From an optimization exercise on the open Yosys and OpenROAD flow, aimed at small area; shortcuts taken in it are not production practice.

run E:
==> flow/design.v <==
module sobel_processor #(
    parameter IMG_WIDTH = 64,
    parameter IMG_HEIGHT = 480,
    parameter PIXEL_WIDTH = 8,
    parameter USE_BILATERAL = 1
)(
    input  wire clk,
    input  wire rst_n,
    input  wire href,
    input  wire vsync,
    input  wire [15:0] pixel_in,
    input  wire sobel_enable,
    input  wire [7:0] edge_threshold,
    input  wire [1:0] threshold_mode,
    output wire pixel_valid,
    output wire [15:0] pixel_out,
    output wire binary_pixel,
    output wire binary_valid,
    output wire strong_edge,
    output wire weak_edge
);
    wire [17:0] red   = {pixel_in[15:11], pixel_in[15:13]};
    wire [17:0] green = {pixel_in[10:5],  pixel_in[10:9]};
    wire [17:0] blue  = {pixel_in[4:0],   pixel_in[4:2]};
    wire [17:0] wsum  = (red << 6) + (red << 3) + (red << 2) + red
                      + (green << 7) + (green << 4) + (green << 3) - green
                      + (blue << 5) - (blue << 2);
    wire [7:0] gray  = wsum[15:8];
    localparam NB = 129;
    localparam NC = 61;
    reg [23:0]     la;
    reg [8*NB-1:0] lb;
    reg [8*NC-1:0] lc;
    reg [5:0] cl;
    reg [2:0] rc;
    reg       a1;
    always @(posedge clk or negedge rst_n) begin
        if (!rst_n) begin
            cl <= 6'd63;
            rc <= 3'd7;
            a1 <= 1'b0;
        end else begin
            a1 <= href;
            if (href) begin
                cl <= cl + 1'b1;
                if (cl == 6'd63 && rc != 3'd3)
                    rc <= rc + 1'b1;
            end
        end
    end
    wire en_b = (cl != 6'd1);
    wire en_c = (cl == 6'd63) || (cl == 6'd0) || (cl > 6'd4);
    always @(posedge clk) begin
        if (href) begin
            la <= {la[15:0], gray};
            if (en_b) begin
                lb <= {lb[8*NB-9:0], la[23:16]};
                if (en_c)
                    lc <= {lc[8*NC-9:0], lb[8*NB-1 -: 8]};
            end
        end
    end
    wire [7:0] a_ [0:2];
    wire [7:0] b_ [0:NB-1];
    wire [7:0] c_ [0:NC-1];
    genvar gj;
    generate
        for (gj = 0; gj < 3; gj = gj + 1) begin : g_ta
            assign a_[gj] = la[8*gj+7 -: 8];
        end
        for (gj = 0; gj < NB; gj = gj + 1) begin : g_tb
            assign b_[gj] = lb[8*gj+7 -: 8];
        end
        for (gj = 0; gj < NC; gj = gj + 1) begin : g_tc
            assign c_[gj] = lc[8*gj+7 -: 8];
        end
    endgenerate
    wire va = a1 && (rc == 3'd3) && (cl >= 6'd2);
    wire c2 = (cl == 6'd2);
    wire c3 = (cl == 6'd3);
    wire c4 = (cl == 6'd4);
    wire c5 = (cl == 6'd5);
    wire [7:0] p8 = a_[0];
    wire [7:0] p7 = a_[1];
    wire [7:0] p6 = a_[2];
    wire [7:0] p5 = b_[125];
    wire [7:0] p3 = c2 ? b_[63]  : c3 ? b_[126] : b_[127];
    wire [7:0] p2 = c2 ? b_[126] : (c3 | c4) ? c_[59] : c_[58];
    wire [7:0] p1 = (c2 | c3) ? b_[127] : c_[59];
    wire [7:0] p0 = c2 ? b_[127] : (c3 | c4) ? b_[128] : c5 ? c_[59] : c_[60];
    wire signed [9:0] x0 = {1'b0, p5} - {1'b0, p3};
    wire signed [9:0] x1 = {1'b0, p7} - {1'b0, p1};
    wire signed [9:0] x2 = {1'b0, p8} - {1'b0, p0};
    wire signed [9:0] x3 = {1'b0, p2} - {1'b0, p6};
    wire signed [10:0] sc = x2 + x0 + x1;
    wire signed [10:0] tc = x3 + x0 - x1;
    reg signed [10:0] sa, ta;
    always @(posedge clk) begin
        sa <= sc;
        ta <= tc;
    end
    wire [9:0] s_abs = sa[10] ? -sa : sa;
    wire [9:0] t_abs = ta[10] ? -ta : ta;
    wire [9:0] mx    = (s_abs > t_abs) ? s_abs : t_abs;
    wire [7:0] mag   = (mx[9:8] != 2'b00) ? 8'd255 : mx[7:0];
    wire signed [12:0] sa2 = {sa[10], sa, 1'b0};
    wire signed [12:0] ta2 = {ta[10], ta, 1'b0};
    wire signed [12:0] ux = sa2 - sc;
    wire signed [12:0] uy = ta2 - tc;
    wire [11:0] bxe = {sc[10], sc};
    wire [11:0] bye = {tc[10], tc};
    wire [13:0] mxe = {ux[12], ux};
    wire [13:0] mye = {uy[12], uy};
    reg  [22:0] cacc;
    reg  [2:0]  bg;
    reg  [13:0] bpp;
    reg         bneg;
    integer bi;
    always @(*) begin
        cacc = 23'd0 - 23'd1;
        for (bi = 0; bi < 6; bi = bi + 1) begin
            bg = {bxe[2*bi+1], bxe[2*bi], (bi == 0) ? 1'b0 : bxe[2*bi-1]};
            case (bg)
                3'b001, 3'b010: bpp = mxe;
                3'b011:         bpp = {mxe[12:0], 1'b0};
                3'b100:         bpp = ~{mxe[12:0], 1'b0};
                3'b101, 3'b110: bpp = ~mxe;
                default:        bpp = 14'd0;
            endcase
            bneg = bg[2] & ~(bg[1] & bg[0]);
            cacc = cacc + ({9'd0, ~bpp[13], bpp[12:0]} << (2*bi)) - (23'd1 << (13+2*bi))
                        + ({22'd0, bneg} << (2*bi));
            bg = {bye[2*bi+1], bye[2*bi], (bi == 0) ? 1'b0 : bye[2*bi-1]};
            case (bg)
                3'b001, 3'b010: bpp = mye;
                3'b011:         bpp = {mye[12:0], 1'b0};
                3'b100:         bpp = ~{mye[12:0], 1'b0};
                3'b101, 3'b110: bpp = ~mye;
                default:        bpp = 14'd0;
            endcase
            bneg = bg[2] & ~(bg[1] & bg[0]);
            cacc = cacc + ({9'd0, ~bpp[13], bpp[12:0]} << (2*bi)) - (23'd1 << (13+2*bi))
                        + ({22'd0, bneg} << (2*bi));
        end
    end
    wire cons = ~cacc[22];
    reg vb, v3, v4, v5, v6, ev, evd;
    always @(posedge clk or negedge rst_n) begin
        if (!rst_n) begin
            vb <= 1'b0; v3 <= 1'b0; v4 <= 1'b0; v5 <= 1'b0; v6 <= 1'b0;
            ev <= 1'b0; evd <= 1'b0;
        end else begin
            vb <= va; v3 <= vb; v4 <= v3; v5 <= v4; v6 <= v5;
            ev <= v6; evd <= ev;
        end
    end
    reg [7:0] m3, m4, m5, m6, emd;
    reg f4, f5, f6, f7, f8;
    always @(posedge clk) begin
        m3 <= mag;
        m4 <= m3; m5 <= m4; m6 <= m5;
        f4 <= cons && (m3 > 8'd65);
        f5 <= f4; f6 <= f5; f7 <= f6; f8 <= f7;
    end
    reg [7:0] em;
    always @(posedge clk or negedge rst_n) begin
        if (!rst_n)
            em <= 8'd0;
        else
            em <= v6 ? m6 : 8'd0;
    end
    always @(posedge clk)
        emd <= em;
    wire [7:0] fm = f8 ? emd : 8'd0;
    reg [15:0] msum_acc;
    reg [7:0]  pcount;
    reg [7:0]  local_mean;
    always @(posedge clk or negedge rst_n) begin
        if (!rst_n) begin
            msum_acc   <= 16'd0;
            pcount     <= 8'd0;
            local_mean <= 8'd100;
        end else if (evd) begin
            if (pcount == 8'd255) begin
                msum_acc   <= fm;
                pcount     <= 8'd1;
                local_mean <= msum_acc[15:8];
            end else begin
                msum_acc <= msum_acc + fm;
                pcount   <= pcount + 1'b1;
            end
        end
    end
    wire [7:0] adaptive_threshold = local_mean + 8'd20;
    wire is_strong = (fm >= 8'd95);
    wire is_weak   = (fm >= 8'd55) && (fm < 8'd95);
    reg  bres;
    always @(*) begin
        case (threshold_mode)
            2'b01:   bres = (fm > adaptive_threshold);
            2'b10:   bres = (fm >= 8'd55);
            default: bres = (fm > edge_threshold);
        endcase
    end
    reg bp_raw, bv_raw, se_r, we_r;
    always @(posedge clk or negedge rst_n) begin
        if (!rst_n) begin
            bp_raw <= 1'b0; bv_raw <= 1'b0; se_r <= 1'b0; we_r <= 1'b0;
        end else begin
            bv_raw <= evd;
            if (evd) begin
                bp_raw <= bres;
                se_r   <= is_strong;
                we_r   <= is_weak;
            end
        end
    end
    assign strong_edge = se_r;
    assign weak_edge   = we_r;
    reg [2:0] row_cur;
    reg prev_prev_out, nr_out, nr_valid;
    wire keep = row_cur[1] && (row_cur[0] | row_cur[2] | nr_out | prev_prev_out);
    always @(posedge clk or negedge rst_n) begin
        if (!rst_n) begin
            row_cur <= 3'b0; prev_prev_out <= 1'b0; nr_out <= 1'b0; nr_valid <= 1'b0;
        end else if (bv_raw) begin
            row_cur       <= {row_cur[1:0], bp_raw};
            prev_prev_out <= nr_out;
            nr_out        <= keep;
            nr_valid      <= 1'b1;
        end
    end
    assign binary_pixel = nr_out;
    assign binary_valid = nr_valid;
    assign pixel_valid = sobel_enable ? ev : href;
    assign pixel_out   = sobel_enable ? {em[7:3], em[7:2], em[7:3]} : pixel_in;
endmodule
clock: 13.0 ns
lec_check: 0
cap_margin: 20
core_margin: 2
core_utilization: 60
cts_buf_list: sky130_fd_sc_hd__clkbuf_16
cts_cluster_diameter: 100
cts_cluster_size: 30
gpl_timing_driven: 0
place_density: 0.75
slew_margin: 20
run.sh (not shown) runs the stock make flow with config.mk's settings and CLKGATE_MAP_FILE= SYNTH_SCRIPT=/design/flow/synth_recipe.tcl, a recipe that flattens the netlist after the stock synthesis.
#### Input delta (run R over run E)
Settings: CTS_CLUSTER_DIAMETER: 100 -> 90; CTS_BUF_LIST: sky130_fd_sc_hd__clkbuf_16 -> sky130_fd_sc_hd__clkbuf_8 sky130_fd_sc_hd__clkbuf_16; CTS_CLUSTER_SIZE: 30 -> 18; GPL_TIMING_DRIVEN: 0 -> unset.
## What came out
CTS clock-pin slew for the worst setup and hold paths: run R < run E
The run showing the greater final cycle utilization of the critical path is run E.
When run R is set beside run E, its layout overhead on the synthesized area turns out to be 1.3 points smaller.
Function was not checked in any run of this note: the RTL went through the layout flow alone.

==> what the ideal ports hide <==
In the flow no input, the clock included, has a driving cell. The finished layouts below were timed again as built, in two steps.
Step 1, drivers: a clkbuf_16 drives clk and a buf_2 each remaining input, both assumed.
Step 2, shift: input delay + t, output delay - t, t = (earliest + latest rising clock arrival at the registers) / 2. This alone moves slack from input paths to output paths.
Three values: ideal, step 1, step 2; two values: the first two.
| run | shift t [ns] | slack for setup (ns) | worst register clock-pin slew, ns | pins driven straight from the clock port |
|---|---|---|---|---|
| run E | 0.738 | 0.351 / 0.351 / 0.351 | 0.12 / 0.12 | 1 |
| run R | 0.754 | 0.515 / 0.515 / 0.515 | 0.09 / 0.09 | 1 |
After both steps every run listed still meets setup and hold.
